From an optimization exercise on the open Yosys and OpenROAD flow, aimed at small area; shortcuts taken in it are not production practice.
Only simulation tests tie the RTL to the original design; equivalence was not proved.
No run shown here takes its clock network from TritonCTS; it comes from the design's own scripts or RTL.
The flow treats the clock pin as an ideal source. Dropping or thinning the clock tree relies on that and would not hold on a real chip.
Power is estimated from default activity; no workload was simulated.

`design/flow/flow/cts.tcl`:
```
# Clock tree of one buffer: the clock port drives a single clock buffer, which drives every
# flip-flop clock pin.  Reads 3_place.odb and writes 4_1_cts.odb / 4_cts.sdc in place of
# ORFS's cts step.
set P $::env(FLOW_HOME)/platforms/$::env(FLOW_PLATFORM)
set R $::env(RESULTS)
set bufcell $::env(CLKBUF_CELL)
read_lef $P/lef/sky130_fd_sc_hd.tlef
read_lef $P/lef/sky130_fd_sc_hd_merged.lef
read_liberty $P/lib/sky130_fd_sc_hd__tt_025C_1v80.lib
read_db $R/3_place.odb
read_sdc $R/3_place.sdc
source $P/setRC.tcl

set block [ord::get_db_block]

# Resize every logic cell to the smallest cell of its family (same function and pins): the
# design has several ns of slack, so the larger drive strengths synthesis picked are not needed.
set db [ord::get_db]
set masters {}
foreach lib [$db getLibs] { foreach m [$lib getMasters] { lappend masters $m } }
foreach inst [$block getInsts] {
  set m [$inst getMaster]
  set name [$m getName]
  if {![regexp {^(sky130_fd_sc_hd__[a-z0-9]+)_([0-9]+)$} $name -> fam drive]} { continue }
  if {[string match *df* $fam] || [string match *tap* $fam] || [string match *fill* $fam]} { continue }
  set best $m
  set area [expr {[$m getWidth] * [$m getHeight]}]
  foreach c $masters {
    if {![regexp "^${fam}_\\d+$" [$c getName]]} { continue }
    set a [expr {[$c getWidth] * [$c getHeight]}]
    if {$a < $area} { set best $c; set area $a }
  }
  if {$best != $m} {
    puts "resize [$inst getName] $name -> [$best getName]"
    $inst swapMaster $best
  }
}
set clkport [$block findBTerm $::env(CLK_PORT)]
set clknet [$clkport getNet]
set master [[ord::get_db] findMaster $bufcell]
set buf [odb::dbInst_create $block $master clkbuf_0_clk]
set newnet [odb::dbNet_create $block clknet_0_clk]
$newnet setSigType CLOCK
$clknet setSigType CLOCK
set sx 0; set sy 0; set k 0
foreach it [$clknet getITerms] {
  set inst [$it getInst]
  if {$inst == $buf} { continue }
  set loc [$inst getLocation]
  set sx [expr {$sx + [lindex $loc 0]}]
  set sy [expr {$sy + [lindex $loc 1]}]
  incr k
  $it disconnect
  $it connect $newnet
}
[$buf findITerm A] connect $clknet
[$buf findITerm X] connect $newnet
puts "clock buffer $bufcell drives $k sinks"
$buf setLocation [expr {$sx / $k}] [expr {$sy / $k}]
$buf setPlacementStatus PLACED
global_connect
detailed_placement
check_placement -verbose
set_propagated_clock [all_clocks]
estimate_parasitics -placement
report_clock_skew
write_db $R/4_1_cts.odb
write_sdc -no_timestamp $R/4_cts.sdc
```
`design/flow/flow/run.sh`:
```
#!/bin/bash
# The standard ORFS layout, except:
#  - the port buffers use the smallest buffer cell (sky130_fd_sc_hd__buf_1) rather than the
#    one buffer_ports picks by default;
#  - the clock tree is a single clock buffer driving every flip-flop (flow/cts.tcl), in place
#    of ORFS's cts step, which builds a root buffer and two leaf buffers for these few flops.
# Each tool's output goes to a log file of its own in this folder.
set -euo pipefail
BP='BUFFER_PORTS_ARGS=-buffer_cell sky130_fd_sc_hd__buf_1'
bash standard.sh "$BP" place > orfs_place.log 2>&1
export RESULTS="$PWD/orfs/results/$FLOW_PLATFORM/traffic_light_controller/base"
export CLKBUF_CELL=sky130_fd_sc_hd__clkbuf_4
export CLK_PORT=clk
openroad -no_init -exit flow/cts.tcl > openroad_cts.log 2>&1
bash standard.sh "$BP" finish > orfs_finish.log 2>&1
```
`design/flow/config.mk`:
```
export PLATFORM = sky130hd
export DESIGN_NAME = traffic_light_controller
export DESIGN_NICKNAME = traffic_light_controller
export VERILOG_FILES = /design/flow/design.v
export SDC_FILE = /design/flow/constraint.sdc
export NUM_CORES = 4
export LEC_CHECK = 0
export CAP_MARGIN = 20
export CORE_AREA = 5 5 65 65
export DIE_AREA = 0 0 70 70
export PLACE_DENSITY = 0.7
export SLEW_MARGIN = 20
```
`design/flow/constraint.sdc`:
```
create_clock -name core_clock -period 10.0 [get_ports {clk}]
set_input_delay 2.0000 -clock core_clock [delete_from_list [all_inputs] [get_ports {clk}]]
set_output_delay 2.0000 -clock core_clock [all_outputs]
set_load 0.01 [all_outputs]
```
`design/flow/design.v`:
```
module traffic_light_controller(
  input clk, reset, e_str_sensor, w_str_sensor, e_left_sensor,
        w_left_sensor, ns_sensor,
  output logic [1:0] e_str_light, w_str_light, e_left_light, w_left_light, ns_light);
  logic [3:0] t;
  logic [2:0] ph;
  wire a = e_str_sensor, b = w_str_sensor, c = e_left_sensor, d = w_left_sensor, n = ns_sensor;
  wire own  = (~ph[1] & ~ph[2] & a) | (~ph[0] & ~ph[2] & b) | (ph[0] & c) | (ph[1] & ph[2] & c) | (ph[1] & d) | (~ph[1] & ph[2] & n);
  wire conf = (ph[1] & a) | (ph[2] & a) | (ph[0] & b) | (ph[2] & b) | (~ph[1] & d) | (~ph[2] & n) | (ph[1] & n) | (~ph[0] & ~ph[2] & c) | (~ph[0] & ~ph[1] & c);
  wire anys = a | b | c | d | n;
  wire ish  = (~t[2] & ~t[3]);
  wire tn0 = ~((~t[1] & ~t[2]) | (~t[1] & ~t[3] & ~conf) | (t[0] & t[1]) | (~t[3] & ~own) | (t[0] & ~own) | (t[0] & ~t[3]) | (reset));
  wire tn1 = ~((~t[2] & ~t[3]) | (t[0] & t[1] & t[3]) | (~t[0] & ~t[3] & own) | (t[0] & t[3] & own) | (reset));
  wire tn2 = (t[0] & t[1] & ~t[3] & ~reset) | (t[0] & t[1] & ~t[2] & ~reset) | (~t[0] & t[2] & t[3] & ~reset) | (~t[3] & own & ~reset) | (~t[2] & ~t[3] & anys & ~reset);
  wire tn3 = ~((~t[2] & ~t[3]) | (~t[0] & ~t[1] & t[2] & t[3]) | (t[0] & t[1] & t[2] & t[3]) | (~t[1] & ~t[3] & own) | (reset));
  wire pn0 = ~((~ph[0] & ~ish) | (ph[0] & ish) | (ph[1] & ~ph[2]) | (ph[2] & a) | (ph[2] & b) | (ph[1] & n) | (reset) | (~a & ~c & ish));
  wire pn1 = ~((~ph[1] & ~ish) | (ph[1] & ~c & ~d & ish) | (~ph[0] & ~ph[1] & c) | (~ph[0] & ~ph[1] & a) | (ph[2] & a & ish) | (ph[2] & b & ish) | (ph[2] & c & ish) | (ph[1] & ph[2] & n & ish) | (reset) | (~b & ~c & ~d & ish));
  wire pn2 = (ph[2] & ~ish) | (~a & ~b & ~c & ~d & ish) | (ph[0] & ~b & c & ~d & ish) | (ph[1] & ~ph[2] & c & ish) | (ph[1] & ~ph[2] & d & ish) | (ph[0] & ~b & ~d & n & ish) | (ph[1] & n & ish) | (reset);
  always_ff @(posedge clk) begin
    t  <= {tn3, tn2, tn1, tn0};
    ph <= {pn2, pn1, pn0};
  end
  assign e_str_light = {~((~t[2] & ~t[3]) | (t[1] & t[2] & t[3]) | (ph[1]) | (ph[2])), (t[1] & t[2] & t[3] & ~ph[1] & ~ph[2])};
  assign w_str_light = {~((~t[2] & ~t[3]) | (t[1] & t[2] & t[3]) | (ph[0]) | (ph[2])), (t[1] & t[2] & t[3] & ~ph[0] & ~ph[2])};
  assign e_left_light = {~((~t[2] & ~t[3]) | (t[1] & t[2] & t[3]) | (~ph[0] & ~ph[2]) | (~ph[0] & ~ph[1])), (t[1] & t[2] & t[3] & ph[1] & ph[2]) | (t[1] & t[2] & t[3] & ph[0])};
  assign w_left_light = {~((~ph[1]) | (~t[2] & ~t[3]) | (t[1] & t[2] & t[3])), (t[1] & t[2] & t[3] & ph[1])};
  assign ns_light = {~((~ph[2]) | (~t[2] & ~t[3]) | (t[1] & t[2] & t[3]) | (ph[1])), (t[1] & t[2] & t[3] & ~ph[1] & ph[2])};
endmodule
```
`design/flow/standard.sh`:
```
#!/bin/bash
# synth_recipe.tcl (not shown) runs the flow's synth.tcl, then flattens the netlist and writes it again
# the make line also repeats each setting of config.mk as NAME=value (left out here)
make -C /OpenROAD-flow-scripts/flow DESIGN_CONFIG=/design/flow/config.mk WORK_HOME=/design/flow/orfs CLKGATE_MAP_FILE= SYNTH_SCRIPT=/design/flow/synth_recipe.tcl "${@:-finish}"
```
==> summary.md, run 1 <==
| Metric | Value |
|---|---|
| Vias per std cell | 4.437 |
| Synth Net Count | between 80 and 90 |
| Synthesis-to-layout area growth | 20.09% |
| First-pass detailed-route iteration total | 4 |
| Share of the clock period used by the worst path after layout | 0.3482 |
| Setup slack, reg-to-reg | approximately 7.7 ns |
| Cell Pwr Density | between 150 and 200 nW/µm² |
| Congestion Overflow GR | 0 |
| Max-Cap Viols | 0 |
| Detail-routed net length per standard cell | 10.04 µm |
| Slew at the pin with the worst max-slew slack | 0.4739 ns |
| Total standard cell area after synthesis | 535.5 µm² |
| Cells after synthesis | a little over 80 |
| Die Span X | 70 µm |
| Fraction of final layout cells with drive strength greater than 1 | 0.03125 |
| Placed insts | 141 |
| Critical path endpoint category | flip-flop |
| R2r endpoint | t[3]$_DFF_P_ |
| Number of max-slew violations in the final report | 0 |
| Rows | 21 |
| Final wirelength | approximately 1.4 mm |
| Hold violation total from the final report | 0 |
| Worst Reg2Reg Path Length in Cells | 5 |
| Part of the Yosys area used for sequential elements | 0.2617 |
| Type of the worst min-delay path | reg -> reg |
| Number of standard cells in the layout, taps in and fillers out | 142 |
| Top cell type by total area after synthesis | sky130_fd_sc_hd__dfxtp_1 |
| 1st-iter DRT viols | 101 |
| Seq cells post-synth | 7 |
| Placer congestion estimate | 0.8706 |
| Synth warn | 1 |
| R2R Path Start | ph[1]$_DFF_P_ |
| Tot GR Track Use | 0.05827 |
| Vias after detailed routing | 630 |
| Launching element type of the critical path | primary input |
| DP Area | ~640 µm² |
| Final min period | 3.482 ns |
| Critical Path Fanout Max | 5 |
| Critical path class | in -> reg |
| Worst slack after detailed placement | 6.445 ns |
| Clock transition at the register clock pins on the worst setup and hold paths after CTS | 0.08 ns |
| Unrepaired setup endpoints after global routing | false |
| End point of the worst hold path | t[3]$_DFF_P_ |
| Count of unresolved DRC violations after routing | 0 |
| Start point of the worst hold path | t[1]$_DFF_P_ |
| Count of boundary I/O pins | 17 |
| Effective utilization at floorplan | 0.1568 |
| Count of nets left with antenna violations after detail routing | 0 |
| Core Area | between 3000 and 4000 µm² |
| Number of global-route vias before repair | around 600 |
| Synthesized area per cell | 6.531 µm² |
| Pin count of the biggest net entering global routing | 15 |
| Count of input and output buffers | 16 |
| Run status | timing/DRC/antenna clean |
| Yosys cell types | 28 |
| Die H | 70 µm |
| Final WS setup | 6.518 ns |
| Final standard cell area without fillers | approximately 640 µm² |
| Relative max-transition margin | 0.6840 |
| WHS Path Cells | 2 |
| Die Outline Area | 4900 µm² |
| First-pass GRT wire length | 2.573 mm |
| Required time of the critical path | about 10 ns |
| Final #Nets | about 110 |
| Skew-Pair Late Insertion Delay | 0.14 ns |
| Leakage power figure | 0.2084 nW |
| HPWL reported at the end of detailed placement | 1.175 mm |
| Fmax | 0.2872 GHz |
| Number of antenna violations at the first check in global routing | 0 |
| ANT cells | 0 |
| Largest cells by area after synthesis | sky130_fd_sc_hd__dfxtp_1, sky130_fd_sc_hd__nor2_1, sky130_fd_sc_hd__a21oi_1 |
| CP arrival | 3.50 ns |
| Area share of the largest cell type after synthesis | 0.2617 |
| Worst Clk Skew | 0.0001616 ns |
| Worst supply voltage drop on vdd | 24.67 µV |
| Setup violations, final | 0 |
| TNS Setup | 0 ns |
==> cell type report <==
type | count | area (µm²)
well taps | 46 | 57.56
inverters | 5 | 18.77
multi-input cells | 67 | 359.1
fillers | 403 | 2773
repair buffers | 16 | 60.06
flip-flops and latches | 7 | 140.1
plain buffers | 1 | 7.507
==> per-layer routing <==
metal / GRT usage / wire length (µm)
met1: 0.07259 / 646
met2: 0.1018 / 672
met5: 0 / 0
met3: 0.008608 / 77
met4: 0.01915 / 29
==> flip-flops by register name (all words and copies together) (netlist names) <==
signal and flops:
t 4, ph 3
==> critical path: stages <==
cell	delay, ns
sky130_fd_sc_hd__buf_1	0.12
sky130_fd_sc_hd__a221o_1	0.32
sky130_fd_sc_hd__a222oi_1	0.44
sky130_fd_sc_hd__o22ai_1	0.19
sky130_fd_sc_hd__a2111oi_0	0.43
==> worst max path at each step <==
stage / slack [ns] / from / endpoint / cells past startpoint
floorplan: 6.72 / e_str_sensor / t[3]$_DFF_P_ / 4
global placement: 6.52 / e_str_sensor / t[3]$_DFF_P_ / 5
finish: 6.52 / e_str_sensor / t[3]$_DFF_P_ / 5
global route: 6.39 / e_str_sensor / t[3]$_DFF_P_ / 5
detailed placement: 6.45 / e_str_sensor / t[3]$_DFF_P_ / 5
==> cells in the final DEF, fill, tap and decap left out, types with 2 or more instances in the layout <==
cell | synthesis | final
sky130_fd_sc_hd__inv_1 | 3 | 3
sky130_fd_sc_hd__nor3_1 | 7 | 7
sky130_fd_sc_hd__o21ai_0 | 6 | 6
sky130_fd_sc_hd__buf_1 | 0 | 16
sky130_fd_sc_hd__a2111oi_0 | 1 | 2
sky130_fd_sc_hd__nand2_1 | 7 | 7
sky130_fd_sc_hd__nor2_1 | 17 | 17
sky130_fd_sc_hd__dfxtp_1 | 7 | 7
sky130_fd_sc_hd__nor2b_1 | 4 | 4
sky130_fd_sc_hd__inv_2 | 2 | 2
sky130_fd_sc_hd__a21oi_1 | 8 | 8
==> through the flow <==
step	hold WS, ns	util	total power [mW]
finish	0.6074	0.1883	0.1001
global route	0.6395	0.1883	0.1102
detailed placement	0.5847	0.1879	0.09044
global placement	0.5826	0.1879	0.09049
floorplan	0.5264	-	0.07785
==> cells in the mapped netlist <==
library cell and number:
sky130_fd_sc_hd__o21bai_1 1, sky130_fd_sc_hd__a222oi_1 1, sky130_fd_sc_hd__nand3_1 1, sky130_fd_sc_hd__o21ai_1 1
sky130_fd_sc_hd__a22oi_1 1, sky130_fd_sc_hd__dfxtp_1 7, sky130_fd_sc_hd__a2111oi_2 1, sky130_fd_sc_hd__o21ai_0 6
sky130_fd_sc_hd__nand2b_1 1, sky130_fd_sc_hd__nor2b_1 4, sky130_fd_sc_hd__nand2_1 7, sky130_fd_sc_hd__nor3_1 7
sky130_fd_sc_hd__a32oi_1 1, sky130_fd_sc_hd__o211ai_1 1, sky130_fd_sc_hd__nor4_1 1, sky130_fd_sc_hd__o41ai_1 1
sky130_fd_sc_hd__inv_2 2, sky130_fd_sc_hd__a21oi_1 8, sky130_fd_sc_hd__o21ba_1 1, sky130_fd_sc_hd__inv_1 3
sky130_fd_sc_hd__a2111oi_0 1, sky130_fd_sc_hd__nor2_1 17, sky130_fd_sc_hd__a221oi_1 1, sky130_fd_sc_hd__a221o_1 1
sky130_fd_sc_hd__or2_1 1, sky130_fd_sc_hd__o22ai_1 1, sky130_fd_sc_hd__o21a_1 1, sky130_fd_sc_hd__clkbuf_1 3
==> logic make-up after synthesis <==
| group | synth area share |
|---|---|
| and+or+nand+nor | 0.3248 |
| buffers and inverters | 0.05608 |
| AOI/OAI and AO/OA | 0.3575 |
| DFF | 0.2617 |
==> power by group <==
| part | internal [mW] | total, mW | switching (mW) |
|---|---|---|---|
| Sequential | 0.0333 | 0.0449 | 0.0115 |
| Combinational | 0.0179 | 0.0436 | 0.0257 |
| Clock | 0.00477 | 0.0116 | 0.00687 |
| Total | 0.0560 | 0.100 | 0.0441 |
==> run 2: changes to the inputs <==
==> design/flow/flow/run.sh (replaced) <==
#!/bin/bash
# The standard ORFS layout, except:
#  - synthesis is the standard one (synth_recipe.tcl and ORFS's synth.tcl, same registers and
#    names) but ABC maps the logic for area (flow/area.abc: deepsyn, then area-oriented
#    mapping) instead of with ORFS's speed script; the design has several ns of slack;
#  - the port buffers use the smallest buffer cell (sky130_fd_sc_hd__buf_1) rather than the
#    one buffer_ports picks by default;
#  - after placement, logic cells are resized to the smallest cell of their family and the
#    clock tree is a single clock buffer driving every flip-flop (flow/cts.tcl), in place of
#    ORFS's cts step, which builds a root buffer and two leaf buffers for these few flops.
# Each tool's output goes to a log file of its own in this folder.
set -euo pipefail
W="$PWD"
mkdir -p synth_area
sed "s|  log_cmd abc {\*}\$abc_args|  log_cmd abc {*}[lreplace \$abc_args 1 1 $W/flow/area.abc]|" \
  "$FLOW_HOME/scripts/synth.tcl" > synth_area/synth.tcl
grep -q "flow/area.abc" synth_area/synth.tcl
sed "s|source \$::env(SCRIPTS_DIR)/synth.tcl|source $W/synth_area/synth.tcl|" synth_recipe.tcl \
  > synth_area/synth_recipe_area.tcl
grep -q "synth_area/synth.tcl" synth_area/synth_recipe_area.tcl
SY="SYNTH_SCRIPT=$W/synth_area/synth_recipe_area.tcl"
BP='BUFFER_PORTS_ARGS=-buffer_cell sky130_fd_sc_hd__buf_1'
bash standard.sh "$SY" "$BP" place > orfs_synth_place.log 2>&1
export RESULTS="$W/orfs/results/$FLOW_PLATFORM/traffic_light_controller/base"
export CLKBUF_CELL=sky130_fd_sc_hd__clkbuf_2
export CLK_PORT=clk
openroad -no_init -exit flow/cts.tcl > openroad_cts.log 2>&1
bash standard.sh "$SY" "$BP" finish > orfs_finish.log 2>&1
==> design/flow/flow/area.abc (new file) <==
strash
&get -n
&deepsyn -T 20 -S 1
&dch -f
&nf -R 1000
&put
topo
--- a/design/flow/config.mk
+++ b/design/flow/config.mk
@@ -9,4 +9,4 @@
 export CORE_AREA = 5 5 65 65
 export DIE_AREA = 0 0 70 70
-export PLACE_DENSITY = 0.7
+export PLACE_DENSITY = 0.95
 export SLEW_MARGIN = 20
==> run 2 against run 1 <==
Still clean. Wire length is 5.6% lower. Clock skew hardly changed. Total power is 45% higher. Critical path type is now reg -> out. Largest cell class unchanged.
==> summary.md, run 2 <==
| Metric | Value |
|---|---|
| Seq cells post-synth | 7 (unchanged) |
| Count of boundary I/O pins | 17 (unchanged) |
| Cell Pwr Density | 250.3 nW/µm² (was 155.7 nW/µm²) |
| Hold violation total from the final report | 0 (unchanged) |
| Pin count of the biggest net entering global routing | 14 (was 15) |
| Core Area | 3416 µm² (unchanged) |
| GRT busiest layer | met2 (unchanged) |
| Largest cells by area after synthesis | sky130_fd_sc_hd__dfxtp_1, sky130_fd_sc_hd__nor2_1, sky130_fd_sc_hd__a21oi_1 (unchanged) |
| Min Hold Slack | 0.5372 ns (was 0.6074 ns) |
| Worst supply voltage drop on vdd | 39.32 µV (was 24.67 µV) |
| Gate power share | 0.533 (was 0.436) |
| Share of the clock period used by the worst path after layout | 0.3377 (was 0.3482) |
| Final #Nets | 94 (was 105) |
| Count of unresolved DRC violations after routing | 0 (unchanged) |
| Number of antenna violations at the first check in global routing | 0 (unchanged) |
| Die Outline Area | 4900 µm² (unchanged) |
| Cell Int Power | 0.07257 mW (was 0.05601 mW) |
| Clock transition at the register clock pins on the worst setup and hold paths after CTS | 0.12 ns (was 0.08 ns) |
| Rows | 21 (unchanged) |
| Count of input and output buffers | 16 (unchanged) |
| Unrepaired setup endpoints after global routing | false (unchanged) |
| Count of nets left with antenna violations after detail routing | 0 (unchanged) |
| TNS Setup | 0 ns (unchanged) |
| Tot GR Track Use | 0.04999 (was 0.05827) |
| Leakage power figure | 0.1840 nW (was 0.2084 nW) |
| Vias after detailed routing | 570 (was 630) |
| Number of max-slew violations in the final report | 0 (unchanged) |
| Worst Clk Skew | 0.0002840 ns (was 0.0001616 ns) |
| Congestion Overflow GR | 0 (unchanged) |
| Die Span X | 70 µm (unchanged) |
| Total power of the final layout | 0.1450 mW (was 0.1001 mW) |
| 1st-iter DRT viols | 85 (was 101) |
| Final standard cell area without fillers | 579.3 µm² (was 643.1 µm²) |
| Yosys cell types | 21 (was 28) |
| Synth Net Count | 75 (was 89) |
| Async set or reset register ratio after synthesis | 0 (unchanged) |
| Met2 track utilization from global routing | 0.07975 (was 0.1018) |
| Final wirelength | 1.346 mm (was 1.426 mm) |
| Synthesized area per cell | 6.716 µm² (was 6.531 µm²) |
| Relative max-transition margin | 0.7379 (was 0.6840) |
| Delay of the slowest cell on the worst path | 0.42 ns (was 0.44 ns) |
| Most common cell after layout, fill and taps aside | sky130_fd_sc_hd__nor2_1 (unchanged) |
| Reg with most FFs | t (unchanged) |
| Placer congestion estimate | 0.9207 (was 0.8706) |
| Critical path class | reg -> out (was in -> reg) |
| HPWL reported at the end of detailed placement | 1.097 mm (was 1.175 mm) |
| Crit path buffers/inverters | 2 (was 1) |
| Standard cell with the maximum stage delay on the critical path | sky130_fd_sc_hd__dfxtp_1 (was sky130_fd_sc_hd__a222oi_1) |
| Required time of the critical path | 8.00 ns (was 10.02 ns) |
| Critical path endpoint category | output port (was flip-flop) |
| Critical Path Fanout Max | 10 (was 5) |
| Worst path top cell family by delay | simple AND/OR/NAND/NOR gates (was compound AO/OA/AOI/OAI gates) |
| Most used cells in the layout excluding fill and tap cells | sky130_fd_sc_hd__nor2_1, sky130_fd_sc_hd__buf_1, sky130_fd_sc_hd__a21oi_1, sky130_fd_sc_hd__nor3_1, sky130_fd_sc_hd__dfxtp_1 (was sky130_fd_sc_hd__nor2_1, sky130_fd_sc_hd__buf_1, sky130_fd_sc_hd__a21oi_1) |
| Most frequent cells after synthesis | sky130_fd_sc_hd__nor2_1, sky130_fd_sc_hd__a21oi_1, sky130_fd_sc_hd__dfxtp_1, sky130_fd_sc_hd__nor3_1 (was sky130_fd_sc_hd__nor2_1, sky130_fd_sc_hd__a21oi_1, sky130_fd_sc_hd__dfxtp_1, sky130_fd_sc_hd__nand2_1, sky130_fd_sc_hd__nor3_1) |
| Top cell type by total area after synthesis | sky130_fd_sc_hd__dfxtp_1 (unchanged) |
| Synthesis-to-layout area growth | 26.85% (was 20.09%) |
| Launching element type of the critical path | flip-flop (was primary input) |
| Vias per std cell | 4.351 (was 4.437) |
| Reg power frac | 0.399 (was 0.448) |
| Fraction of final layout cells with drive strength greater than 1 | 0.01176 (was 0.03125) |
| Run status | timing/DRC/antenna clean (unchanged) |
| Number of global-route vias before repair | 492 (was 585) |
| DP Area | 574.3 µm² (was 641.9 µm²) |
| Type of the worst min-delay path | reg -> reg (unchanged) |
| Setup violations, final | 0 (unchanged) |
| Number of filler instances in the final layout | 403 (unchanged) |
| CP arrival | 1.38 ns (was 3.50 ns) |
| GRT met3 Usage | 0.01865 (was 0.008608) |
| Fmax | 0.2962 GHz (was 0.2872 GHz) |
| Net Sw Frac | 0.4995 (was 0.4406) |
| Die H | 70 µm (unchanged) |
| Effective utilization at floorplan | 0.1337 (was 0.1568) |
| Area share of the largest cell type after synthesis | 0.3068 (was 0.2617) |
| Final min period | 3.377 ns (was 3.482 ns) |
| Slew at the pin with the worst max-slew slack | 0.3927 ns (was 0.4739 ns) |
| Number of flip-flops in the largest register | 4 (unchanged) |
| Part of the Yosys area used for sequential elements | 0.3068 (was 0.2617) |
| ANT cells | 0 (unchanged) |
| First-pass GRT wire length | 2.132 mm (was 2.573 mm) |
| Total standard cell area after synthesis | 456.7 µm² (was 535.5 µm²) |
| Clock Power Share | 0.068 (was 0.116) |
| Detail-routed net length per standard cell | 10.27 µm (was 10.04 µm) |
| Critical path cell sequence | nor2_1, clkinv_1, nand2_1, nor3_1, buf_1 (was buf_1, a221o_1, a222oi_1, o22ai_1, a2111oi_0) |
| P_sw | 0.07243 mW (was 0.04411 mW) |
| Most used DFF post-synth | sky130_fd_sc_hd__dfxtp_1 (unchanged) |
| Global routing met1 resource utilization | 0.06576 (was 0.07259) |
| Number of flops mapped to enable cells by yosys | 0 (unchanged) |
| Cells after synthesis | 68 (was 82) |
| Max-Cap Viols | 0 (unchanged) |
| Regs by FF count | t: 4 flops, ph: 3 flops (unchanged) |
| Skew-Pair Late Insertion Delay | 0.15 ns (was 0.14 ns) |
| Synth warn | 1 (unchanged) |
| First-pass detailed-route iteration total | 4 (unchanged) |
| Most common cell in the synthesized netlist | sky130_fd_sc_hd__nor2_1 (unchanged) |
-- run 2: cell count changes after synthesis, moves of 2 or more --
cell,previous run,this run
sky130_fd_sc_hd__nand2_1,7,4
sky130_fd_sc_hd__o21ai_0,6,3
sky130_fd_sc_hd__inv_1,3,0
sky130_fd_sc_hd__inv_2,2,0
sky130_fd_sc_hd__clkinv_1,0,4
sky130_fd_sc_hd__clkbuf_1,3,0
sky130_fd_sc_hd__nor2b_1,4,1
-- run 2: cell type report --
| class | instances | area, µm² | share of cell area |
|---|---|---|---|
| Buffer | 1 | 5.005 | 0.008639 |
| Inverter | 4 | 15.01 | 0.02592 |
| Multi-Input combinational cell | 57 | 301.5 | 0.5205 |
| Sequential cell | 7 | 140.1 | 0.2419 |
| Tap cell | 46 | 57.56 | 0.09935 |
| Timing Repair Buffer | 16 | 60.06 | 0.1037 |
-- run 2: routing by layer --
| metal | part of all wire | wire length [µm] |
|---|---|---|
| met4 | 0 | 0 |
| met2 | 0.42 | 572 |
| met1 | 0.46 | 614 |
| met3 | 0.12 | 160 |
| met5 | 0 | 0 |
-- run 2: final timing paths --
path / startpoint / to / slack (ns) / cells after the start
min: t[0]$_DFF_P_ / t[0]$_DFF_P_ / 0.54 / 1
min reg2reg: t[0]$_DFF_P_ / t[0]$_DFF_P_ / 0.54 / 1
max reg2reg: ph[2]$_DFF_P_ / t[3]$_DFF_P_ / 7.99 / 8
max: t[3]$_DFF_P_ / e_str_light[1] / 6.62 / 5
-- run 2: worst register-to-register path, stage by stage (launching register included) --
cell	delay, ns
sky130_fd_sc_hd__dfxtp_1	0.45
sky130_fd_sc_hd__a21oi_1	0.36
sky130_fd_sc_hd__clkinv_1	0.12
sky130_fd_sc_hd__a222oi_1	0.31
sky130_fd_sc_hd__o31a_1	0.22
sky130_fd_sc_hd__nor2_1	0.04
sky130_fd_sc_hd__a31oi_1	0.18
sky130_fd_sc_hd__o21ai_0	0.11
sky130_fd_sc_hd__a41oi_1	0.16
-- run 2: cell families (layout without fill, tap and decap cells) --
| kind of cell | after synthesis | after routing | share of synthesized area |
|---|---|---|---|
| AO/OA/AOI/OAI | 23 | 23 | 0.3398 |
| buffers and inverters | 4 | 21 | 0.03287 |
| AND/OR/NAND/NOR | 34 | 34 | 0.3205 |
| flip-flops | 7 | 7 | 0.3068 |
-- run 2: power groups by stage --
stage               Clock [mW]  Combinational (mW)  Sequential (mW)
finish                 0.00992              0.0773           0.0578
global route            0.0121              0.0879           0.0598
detailed placement           0              0.0773           0.0583
global placement             0              0.0752           0.0572
floorplan                    0              0.0596           0.0534
-- run 2: stage by stage --
stage	instances	worst slack, ns	util
6_report	131	6.623	0.1696
5_1_grt	131	6.482	0.1696
3_5_place_dp	130	6.723	0.1681
3_3_place_gp	130	6.756	0.1681
2_1_floorplan	68	6.996	-
==> run 3: changes to the inputs <==
--- a/design/flow/flow/run.sh
+++ b/design/flow/flow/run.sh
@@ -23,5 +23,5 @@
 bash standard.sh "$SY" "$BP" place > orfs_synth_place.log 2>&1
 export RESULTS="$W/orfs/results/$FLOW_PLATFORM/traffic_light_controller/base"
-export CLKBUF_CELL=sky130_fd_sc_hd__clkbuf_2
+export CLKBUF_CELL=sky130_fd_sc_hd__clkbuf_4
 export CLK_PORT=clk
 openroad -no_init -exit flow/cts.tcl > openroad_cts.log 2>&1
--- a/design/flow/config.mk
+++ b/design/flow/config.mk
@@ -9,4 +9,4 @@
 export CORE_AREA = 5 5 65 65
 export DIE_AREA = 0 0 70 70
-export PLACE_DENSITY = 0.95
+export PLACE_DENSITY = 0.7
 export SLEW_MARGIN = 20
==> run 3 against run 2 <==
Still clean on timing, DRC and antenna. Clock skew about the same. Die area unchanged. Fmax decreased by 0.25%. Via count decreased by 0.18%. Total power increased by 1.3%. Clock power increased by 9.9%. Synthesized area unchanged. Critical endpoint is now w_str_light[1]. Largest power group unchanged.
==> summary.md, run 3 <==
| Metric | Value |
|---|---|
| Top cell type by total area after synthesis | sky130_fd_sc_hd__dfxtp_1 (unchanged) |
| Regs by FF count | t: 4 flops, ph: 3 flops (unchanged) |
| WHS Path Cells | 1 (unchanged) |
| Congestion Overflow GR | 0 (unchanged) |
| Vias after detailed routing | 569 (was 570) |
| Area share of the largest cell type after synthesis | 0.3068 (unchanged) |
| First-pass detailed-route iteration total | 4 (unchanged) |
| Number of antenna violations at the first check in global routing | 0 (unchanged) |
| Reg with most FFs | t (unchanged) |
| Vias per std cell | 4.344 (was 4.351) |
| Synth Net Count | 75 (unchanged) |
| Setup violations, final | 0 (unchanged) |
| Start point of the worst hold path | t[0]$_DFF_P_ (unchanged) |
| Die H | 70 µm (unchanged) |
| Final min period | 3.385 ns (was 3.377 ns) |
| Count of boundary I/O pins | 17 (unchanged) |
| Fraction of synthesized area in multiplexers | 0 (unchanged) |
| Placer congestion estimate | 0.8250 (was 0.9207) |
| Most common cell in the synthesized netlist | sky130_fd_sc_hd__nor2_1 (unchanged) |
| End point of the worst hold path | t[0]$_DFF_P_ (unchanged) |
| Count of input and output buffers | 16 (unchanged) |
| Core Area | 3416 µm² (unchanged) |
| Post-Synth XOR/XNOR Area | 0 (unchanged) |
| Worst Clk Skew | 0.0002780 ns (was 0.0002840 ns) |
| R2r endpoint | t[3]$_DFF_P_ (unchanged) |
| Async set or reset register ratio after synthesis | 0 (unchanged) |
| Most common cell after layout, fill and taps aside | sky130_fd_sc_hd__nor2_1 (unchanged) |
| Die Span X | 70 µm (unchanged) |
| Final #Nets | 94 (unchanged) |
| Simple-gate portion of the synthesized area | 0.3205 (unchanged) |
| First-pass GRT wire length | 2.214 mm (was 2.132 mm) |
| Yosys cell types | 21 (unchanged) |
| Hold violation total from the final report | 0 (unchanged) |
| Detail-routed net length per standard cell | 9.954 µm (was 10.27 µm) |
| Count of nets left with antenna violations after detail routing | 0 (unchanged) |
| CP arrival | 1.38 ns (about the same) |
| Total standard cell area after synthesis | 456.7 µm² (unchanged) |
| Unrepaired setup endpoints after global routing | false (unchanged) |
| ANT cells | 0 (unchanged) |
| Launching element type of the critical path | flip-flop (unchanged) |
| Number of max-slew violations in the final report | 0 (unchanged) |
| Seq cells post-synth | 7 (unchanged) |
| Final WS setup | 6.615 ns (was 6.623 ns) |
| Cells after synthesis | 68 (unchanged) |
| Most used cells in the layout excluding fill and tap cells | sky130_fd_sc_hd__nor2_1, sky130_fd_sc_hd__buf_1, sky130_fd_sc_hd__a21oi_1, sky130_fd_sc_hd__nor3_1, sky130_fd_sc_hd__dfxtp_1 (unchanged) |
| R2R Path Start | ph[2]$_DFF_P_ (unchanged) |
| Count of unresolved DRC violations after routing | 0 (unchanged) |
| Fraction of final layout cells with drive strength greater than 1 | 0.01176 (unchanged) |
| Die Outline Area | 4900 µm² (unchanged) |
| Critical Path Fanout Max | 10 (unchanged) |
| 1st-iter DRT viols | 55 (was 85) |
| Rows | 21 (unchanged) |
| Pin count of the biggest net entering global routing | 14 (unchanged) |
| Setup slack, reg-to-reg | 7.99 ns (about the same) |
| Relative max-transition margin | 0.7335 (was 0.7379) |
| Combinational family with the most area after synthesis | compound AO/OA/AOI/OAI gates (unchanged) |
| Type of the worst min-delay path | reg -> reg (unchanged) |
| Worst Reg2Reg Path Length in Cells | 8 (unchanged) |
| Skew-Pair Late Insertion Delay | 0.14 ns (was 0.15 ns) |
| HPWL reported at the end of detailed placement | 1.058 mm (was 1.097 mm) |
| Post-synthesis share of cell area spent on full adders, half adders and majority gates | 0 (unchanged) |
| Share of the clock period used by the worst path after layout | 0.3385 (was 0.3377) |
| Synthesis-to-layout area growth | 27.40% (was 26.85%) |
| Tot GR Track Use | 0.04997 (was 0.04999) |
| Compound-cell area share of the yosys netlist | 0.3397 (unchanged) |
| Slew at the pin with the worst max-slew slack | 0.3992 ns (was 0.3927 ns) |
| Critical path endpoint category | output port (unchanged) |
| TNS Setup | 0 ns (unchanged) |
| Critical path class | reg -> out (unchanged) |
| Total power of the final layout | 0.1468 mW (was 0.1450 mW) |
| Synthesized area per cell | 6.716 µm² (unchanged) |
| Worst supply voltage drop on vdd | 44.42 µV (was 39.32 µV) |
| Number of flops mapped to enable cells by yosys | 0 (unchanged) |
| Fmax | 0.2954 GHz (was 0.2962 GHz) |
| Clock transition at the register clock pins on the worst setup and hold paths after CTS | 0.07 ns (was 0.12 ns) |
| Final wirelength | 1.304 mm (was 1.346 mm) |
| Most frequent cells after synthesis | sky130_fd_sc_hd__nor2_1, sky130_fd_sc_hd__a21oi_1, sky130_fd_sc_hd__dfxtp_1, sky130_fd_sc_hd__nor3_1 (unchanged) |
| Required time of the critical path | 8.00 ns (about the same) |
| Cell Pwr Density | 252.4 nW/µm² (was 250.3 nW/µm²) |
| Min Hold Slack | 0.5258 ns (was 0.5372 ns) |
| Part of the Yosys area used for sequential elements | 0.3068 (unchanged) |
| Number of global-route vias before repair | 485 (was 492) |
| Worst slack after detailed placement | 6.726 ns (was 6.723 ns) |
| Effective utilization at floorplan | 0.1337 (unchanged) |
| Final core area utilization | 0.1703 (was 0.1696) |
| Most used DFF post-synth | sky130_fd_sc_hd__dfxtp_1 (unchanged) |
| Run status | timing/DRC/antenna clean (unchanged) |
| Leakage power figure | 0.1845 nW (was 0.1840 nW) |
| Synth warn | 1 (unchanged) |
| Number of flip-flops in the largest register | 4 (unchanged) |
| Largest cells by area after synthesis | sky130_fd_sc_hd__dfxtp_1, sky130_fd_sc_hd__nor2_1, sky130_fd_sc_hd__a21oi_1 (unchanged) |
| Max-Cap Viols | 0 (unchanged) |
run 3: through the flow:
stage / cells / cell area, µm²
3_3_place_gp: 130 / 574.3
5_1_grt: 131 / 581.8
3_5_place_dp: 130 / 574.3
2_1_floorplan: 68 / 456.7
6_report: 131 / 581.8
run 3: worst max path at each step:
stage / from / to / slack (ns)
floorplan: t[3]$_DFF_P_ / e_str_light[1] / 7.00
global placement: w_left_sensor / t[3]$_DFF_P_ / 6.72
detailed placement: w_left_sensor / t[3]$_DFF_P_ / 6.73
global route: t[3]$_DFF_P_ / e_str_light[1] / 6.45
finish: t[3]$_DFF_P_ / w_str_light[1] / 6.62
run 3: worst max-delay path, cell delays in order (launching register included):
cell	delay, ns
sky130_fd_sc_hd__dfxtp_1	0.40
sky130_fd_sc_hd__nor2_1	0.33
sky130_fd_sc_hd__clkinv_1	0.14
sky130_fd_sc_hd__nand2_1	0.17
sky130_fd_sc_hd__nor3_1	0.07
sky130_fd_sc_hd__buf_1	0.14
run 3: report_power, final:
group	internal [mW]	switching, mW	total [mW]	leakage, nW
Sequential	0.0384	0.0195	0.0579	0.0578
Clock	0.00476	0.00613	0.0109	0.00460
Combinational	0.0315	0.0465	0.0780	0.122
Total	0.0746	0.0722	0.147	0.184
run 3: cell type report:
type,count,area [µm²]
fillers,409,2834
repair buffers,16,60.06
well taps,46,57.56
plain buffers,1,7.507
flip-flops and latches,7,140.1
inverters,4,15.01
multi-input cells,57,301.5
run 3: kinds of logic after synthesis:
kind of cell,count (synthesis)
simple gates,34
flops,7
compound gates,23
buf+inv,4
run 3: routing by layer:
layer	global-route usage	routed length, µm
met1	0.07082	609
met3	0.01865	179
met4	0	0
met2	0.07660	515
met5	0	0
==> run 4: changes to the inputs <==
--- a/design/flow/flow/run.sh
+++ b/design/flow/flow/run.sh
@@ -2,6 +2,7 @@
 # The standard ORFS layout, except:
 #  - synthesis is the standard one (synth_recipe.tcl and ORFS's synth.tcl, same registers and
-#    names) but ABC maps the logic for area (flow/area.abc: deepsyn, then area-oriented
-#    mapping) instead of with ORFS's speed script; the design has several ns of slack;
+#    names) but ABC maps the logic for area (flow/abc_best.tcl: deepsyn with a few seeds, then
+#    area-oriented mapping, keeping the smallest) instead of with ORFS's speed script; the
+#    design has several ns of slack;
 #  - the port buffers use the smallest buffer cell (sky130_fd_sc_hd__buf_1) rather than the
 #    one buffer_ports picks by default;
@@ -13,7 +14,8 @@
 W="$PWD"
 mkdir -p synth_area
-sed "s|  log_cmd abc {\*}\$abc_args|  log_cmd abc {*}[lreplace \$abc_args 1 1 $W/flow/area.abc]|" \
+export AREA_SYNTH_DIR="$W/synth_area" AREA_SEEDS="1 2 3" AREA_DEEPSYN_S=20
+sed "s|  log_cmd abc {\*}\$abc_args|  source $W/flow/abc_best.tcl; abc_best \$abc_args \$lib_args|" \
   "$FLOW_HOME/scripts/synth.tcl" > synth_area/synth.tcl
-grep -q "flow/area.abc" synth_area/synth.tcl
+grep -q "abc_best.tcl" synth_area/synth.tcl
 sed "s|source \$::env(SCRIPTS_DIR)/synth.tcl|source $W/synth_area/synth.tcl|" synth_recipe.tcl \
   > synth_area/synth_recipe_area.tcl
==> design/flow/flow/abc_best.tcl (new file) <==
# Maps the logic with ABC several times, each with an area script (deepsyn with another seed,
# then one of two area-oriented mappings), and keeps the smallest result.
proc abc_best { abc_args lib_args } {
  set dir $::env(AREA_SYNTH_DIR)
  design -save abc_best_start
  set best -1
  set maps [list "&nf -R 1000" "&nf -R 1000 -C 32 -F 8 -A 4"]
  foreach seed $::env(AREA_SEEDS) {
   foreach m [list 0 1] {
    design -load abc_best_start
    set script $dir/area_${seed}_$m.abc
    set f [open $script w]
    puts $f "strash\n&get -n\n&deepsyn -T $::env(AREA_DEEPSYN_S) -S $seed\n&dch -f\n[lindex $maps $m]\n&put\ntopo"
    close $f
    log_cmd abc {*}[lreplace $abc_args 1 1 $script]
    tee -q -o $dir/stat_${seed}_$m.txt stat {*}$lib_args
    set fh [open $dir/stat_${seed}_$m.txt r]
    set txt [read $fh]
    close $fh
    regexp {Chip area for module[^:]*:\s*([0-9.]+)} $txt -> area
    puts "abc_best: seed $seed mapping $m area $area"
    if { $best < 0 || $area < $best } {
      set best $area
      design -save abc_best_keep
    }
   }
  }
  design -load abc_best_keep
  puts "abc_best: kept area $best"
}
removed: design/flow/flow/area.abc
==> run 4 against run 3 <==
Still clean on timing, DRC and antenna. Clock skew barely moved. Via count rose by 1.2%. Synthesized cell count fell by 1.5%. Largest cell class unchanged. Highest routed layer unchanged.
==> summary.md, run 4 <==
| Metric | Value |
|---|---|
| Slew at the pin with the worst max-slew slack | 0.5148 ns (was 0.3992 ns) |
| Yosys cell types | 21 (unchanged) |
| Final WS setup | 6.597 ns (was 6.615 ns) |
| Vias per std cell | 4.431 (was 4.344) |
| Regs by FF count | t: 4 flops, ph: 3 flops (unchanged) |
| Worst supply voltage drop on vdd | 98.75 µV (was 44.42 µV) |
| Rows | 21 (unchanged) |
| Worst slack after detailed placement | 6.658 ns (was 6.726 ns) |
| Max-Cap Viols | 0 (unchanged) |
| Most used cells in the layout excluding fill and tap cells | sky130_fd_sc_hd__nor2_1, sky130_fd_sc_hd__buf_1, sky130_fd_sc_hd__a21oi_1, sky130_fd_sc_hd__nor3_1, sky130_fd_sc_hd__dfxtp_1 (unchanged) |
| Relative max-transition margin | 0.6525 (was 0.7335) |
| R2R Path Start | ph[2]$_DFF_P_ (unchanged) |
| Count of unresolved DRC violations after routing | 0 (unchanged) |
| Worst Clk Skew | 0.0003081 ns (was 0.0002780 ns) |
| Total standard cell area after synthesis | 454.2 µm² (was 456.7 µm²) |
| Fraction of synthesized area in multiplexers | 0 (unchanged) |
| Final #Nets | 93 (was 94) |
| Reg with most FFs | t (unchanged) |
| Worst Reg2Reg Path Length in Cells | 8 (unchanged) |
| Final standard cell area without fillers | 579.3 µm² (was 581.8 µm²) |
| Compound-cell area share of the yosys netlist | 0.3609 (was 0.3397) |
| Number of flops mapped to enable cells by yosys | 0 (unchanged) |
| Fraction of final layout cells with drive strength greater than 1 | 0.01190 (was 0.01176) |
| Combinational family with the most area after synthesis | compound AO/OA/AOI/OAI gates (unchanged) |
| Clock transition at the register clock pins on the worst setup and hold paths after CTS | 0.09 ns (was 0.07 ns) |
| Synth warn | 1 (unchanged) |
| Run status | timing/DRC/antenna clean (unchanged) |
| Setup violations, final | 0 (unchanged) |
| First-pass GRT wire length | 2.304 mm (was 2.214 mm) |
| Hold violation total from the final report | 0 (unchanged) |
| Start point of the worst hold path | t[0]$_DFF_P_ (unchanged) |
| Post-synthesis share of cell area spent on full adders, half adders and majority gates | 0 (unchanged) |
| Count of input and output buffers | 16 (unchanged) |
| Placed insts | 129 (was 130) |
| Synth Net Count | 74 (was 75) |
| HPWL reported at the end of detailed placement | 1.185 mm (was 1.058 mm) |
| CP arrival | 1.40 ns (was 1.38 ns) |
| Most common cell in the synthesized netlist | sky130_fd_sc_hd__nor2_1 (unchanged) |
| Number of antenna violations at the first check in global routing | 0 (unchanged) |
| First-pass detailed-route iteration total | 4 (unchanged) |
| Number of global-route vias before repair | 484 (was 485) |
| Critical path endpoint category | output port (unchanged) |
| Core Area | 3416 µm² (unchanged) |
| Count of nets left with antenna violations after detail routing | 0 (unchanged) |
| Cell Pwr Density | 254.1 nW/µm² (was 252.4 nW/µm²) |
| Vias after detailed routing | 576 (was 569) |
| Tot GR Track Use | 0.05386 (was 0.04997) |
| Fmax | 0.2939 GHz (was 0.2954 GHz) |
| Cells after synthesis | 67 (was 68) |
| Part of the Yosys area used for sequential elements | 0.3085 (was 0.3068) |
| Type of the worst min-delay path | reg -> reg (unchanged) |
| Most common cell after layout, fill and taps aside | sky130_fd_sc_hd__nor2_1 (unchanged) |
| Count of boundary I/O pins | 17 (unchanged) |
| Launching element type of the critical path | flip-flop (unchanged) |
| Top cell type by total area after synthesis | sky130_fd_sc_hd__dfxtp_1 (unchanged) |
| Share of the clock period used by the worst path after layout | 0.3403 (was 0.3385) |
| Simple-gate portion of the synthesized area | 0.2975 (was 0.3205) |
| Final wirelength | 1.424 mm (was 1.304 mm) |
| WHS Path Cells | 1 (unchanged) |
| Pin count of the biggest net entering global routing | 13 (was 14) |
| Delay of the slowest cell on the worst path | 0.41 ns (was 0.40 ns) |
| Unrepaired setup endpoints after global routing | false (unchanged) |
| Seq cells post-synth | 7 (unchanged) |
| Die H | 70 µm (unchanged) |
| Die Span X | 70 µm (unchanged) |
| Skew-Pair Late Insertion Delay | 0.15 ns (was 0.14 ns) |
| Synthesized area per cell | 6.779 µm² (was 6.716 µm²) |
| Most frequent cells after synthesis | sky130_fd_sc_hd__nor2_1, sky130_fd_sc_hd__a21oi_1, sky130_fd_sc_hd__dfxtp_1, sky130_fd_sc_hd__nor3_1 (unchanged) |
| Required time of the critical path | 8.00 ns (about the same) |
| Standard cell with the maximum stage delay on the critical path | sky130_fd_sc_hd__dfxtp_1 (unchanged) |
| 1st-iter DRT viols | 66 (was 55) |
| Placer congestion estimate | 0.8701 (was 0.8250) |
| Congestion Overflow GR | 0 (unchanged) |
| Largest cells by area after synthesis | sky130_fd_sc_hd__dfxtp_1, sky130_fd_sc_hd__nor2_1, sky130_fd_sc_hd__a21oi_1 (unchanged) |
| Post-Synth XOR/XNOR Area | 0 (unchanged) |
| Number of max-slew violations in the final report | 0 (unchanged) |
| Most used DFF post-synth | sky130_fd_sc_hd__dfxtp_1 (unchanged) |
| Total power of the final layout | 0.1472 mW (was 0.1468 mW) |
| R2r endpoint | t[3]$_DFF_P_ (unchanged) |
| Setup slack, reg-to-reg | 7.98 ns (was 7.99 ns) |
| ANT cells | 0 (unchanged) |
| Critical path cell sequence | nor2_1, clkinv_1, nand2_1, nor3_1, buf_1 (unchanged) |
| Number of standard cells in the layout, taps in and fillers out | 130 (was 131) |
| End point of the worst hold path | t[0]$_DFF_P_ (unchanged) |
| Final min period | 3.403 ns (was 3.385 ns) |
| TNS Setup | 0 ns (unchanged) |
| DP Area | 571.8 µm² (was 574.3 µm²) |
| Detail-routed net length per standard cell | 10.95 µm (was 9.954 µm) |
| Critical Path Fanout Max | 10 (unchanged) |
| Number of flip-flops in the largest register | 4 (unchanged) |
| Die Outline Area | 4900 µm² (unchanged) |
| Area share of the largest cell type after synthesis | 0.3085 (was 0.3068) |
| Critical path class | reg -> out (unchanged) |
| Effective utilization at floorplan | 0.1330 (was 0.1337) |
| Async set or reset register ratio after synthesis | 0 (unchanged) |
| Synthesis-to-layout area growth | 27.55% (was 27.40%) |
| Leakage power figure | 0.1818 nW (was 0.1845 nW) |
-- run 4: cell types whose count changed after synthesis --
cell                       change
sky130_fd_sc_hd__o311ai_0      +1
sky130_fd_sc_hd__or3_1         -1
sky130_fd_sc_hd__nand3_1       -1
-- run 4: cell type report --
class / instances / area [µm²]
fillers: 404 / 2836
multi-input cells: 56 / 299.0
flip-flops and latches: 7 / 140.1
repair buffers: 16 / 60.06
well taps: 46 / 57.56
inverters: 4 / 15.01
plain buffers: 1 / 7.507
-- run 4: worst max path at each step --
stage | cells after the start | from | to
5_1_grt | 5 | t[3]$_DFF_P_ | e_left_light[1]
3_5_place_dp | 5 | w_str_sensor | t[0]$_DFF_P_
6_report | 5 | t[3]$_DFF_P_ | e_str_light[1]
3_3_place_gp | 5 | w_str_sensor | t[0]$_DFF_P_
2_1_floorplan | 4 | t[3]$_DFF_P_ | e_str_light[1]
-- run 4: where the power goes --
part / leakage [nW] / internal [mW] / switching [mW]
Sequential: 0.0578 / 0.0382 / 0.0193
Clock: 0.00460 / 0.00478 / 0.00807
Combinational: 0.119 / 0.0304 / 0.0465
Total: 0.182 / 0.0733 / 0.0739
-- run 4: cell families after synthesis --
logic type | after synthesis
AO/OA/AOI/OAI | 24
buffers and inverters | 4
flip-flops | 7
AND/OR/NAND/NOR | 32
-- run 4: worst max-delay path, delay by kind of cell, from the launching register on --
family,cells,cell delay [ns]
and+or+nand+nor,3,0.56
buffers and inverters,2,0.29
DFF,1,0.41
-- run 4: routing by layer --
layer	track usage	share of wire	vias up
met4	0.002128	0	0
met1	0.09666	0.54	242
met3	0.005739	0.093	0
met5	0	0	-
li1	-	-	289
met2	0.06716	0.36	45
-- run 4: metrics by stage --
stage	utilization	hold slack (ns)
2_1_floorplan	-	0.4805
3_3_place_gp	0.1674	0.5157
3_5_place_dp	0.1674	0.5256
5_1_grt	0.1696	0.5679
6_report	0.1696	0.5347

[static timing again, ports no longer ideal]
How much do the figures lean on ideal ports? The routed layouts below were timed once more, with nothing changed but the port constraints. Step 1 (the two cells are an assumption about what drives the block):
set clk [get_ports {clk}]
set_driving_cell -lib_cell sky130_fd_sc_hd__clkbuf_16 $clk
set_driving_cell -lib_cell sky130_fd_sc_hd__buf_2 [delete_from_list [all_inputs] $clk]
Step 2 also shifts input and output timing later by t, the mid clock arrival at the registers, as if the neighbouring blocks saw the same clock. Slacks: ideal ports / drivers / drivers and shift; pairs: ideal ports / drivers.
| run | t, ns | setup WS [ns] | worst hold slack (ns) | worst slew at a driven data input, ns |
|---|---|---|---|---|
| run 1 | 0.164 | 6.518 / 6.519 / 6.355 | 0.607 / 0.607 / 0.607 | 0.04 |
| run 2 | 0.166 | 6.623 / 6.605 / 6.727 | 0.537 / 0.537 / 0.537 | 0.04 |
| run 3 | 0.155 | 6.615 / 6.597 / 6.688 | 0.526 / 0.526 / 0.526 | 0.03 |
| run 4 | 0.168 | 6.597 / 6.579 / 6.649 | 0.535 / 0.535 / 0.535 | 0.03 |
After both steps every run listed still meets setup and hold. The setup slack of run 1, which loses most, moves by +0.001 ns with the drivers and by -0.163 ns with both steps.
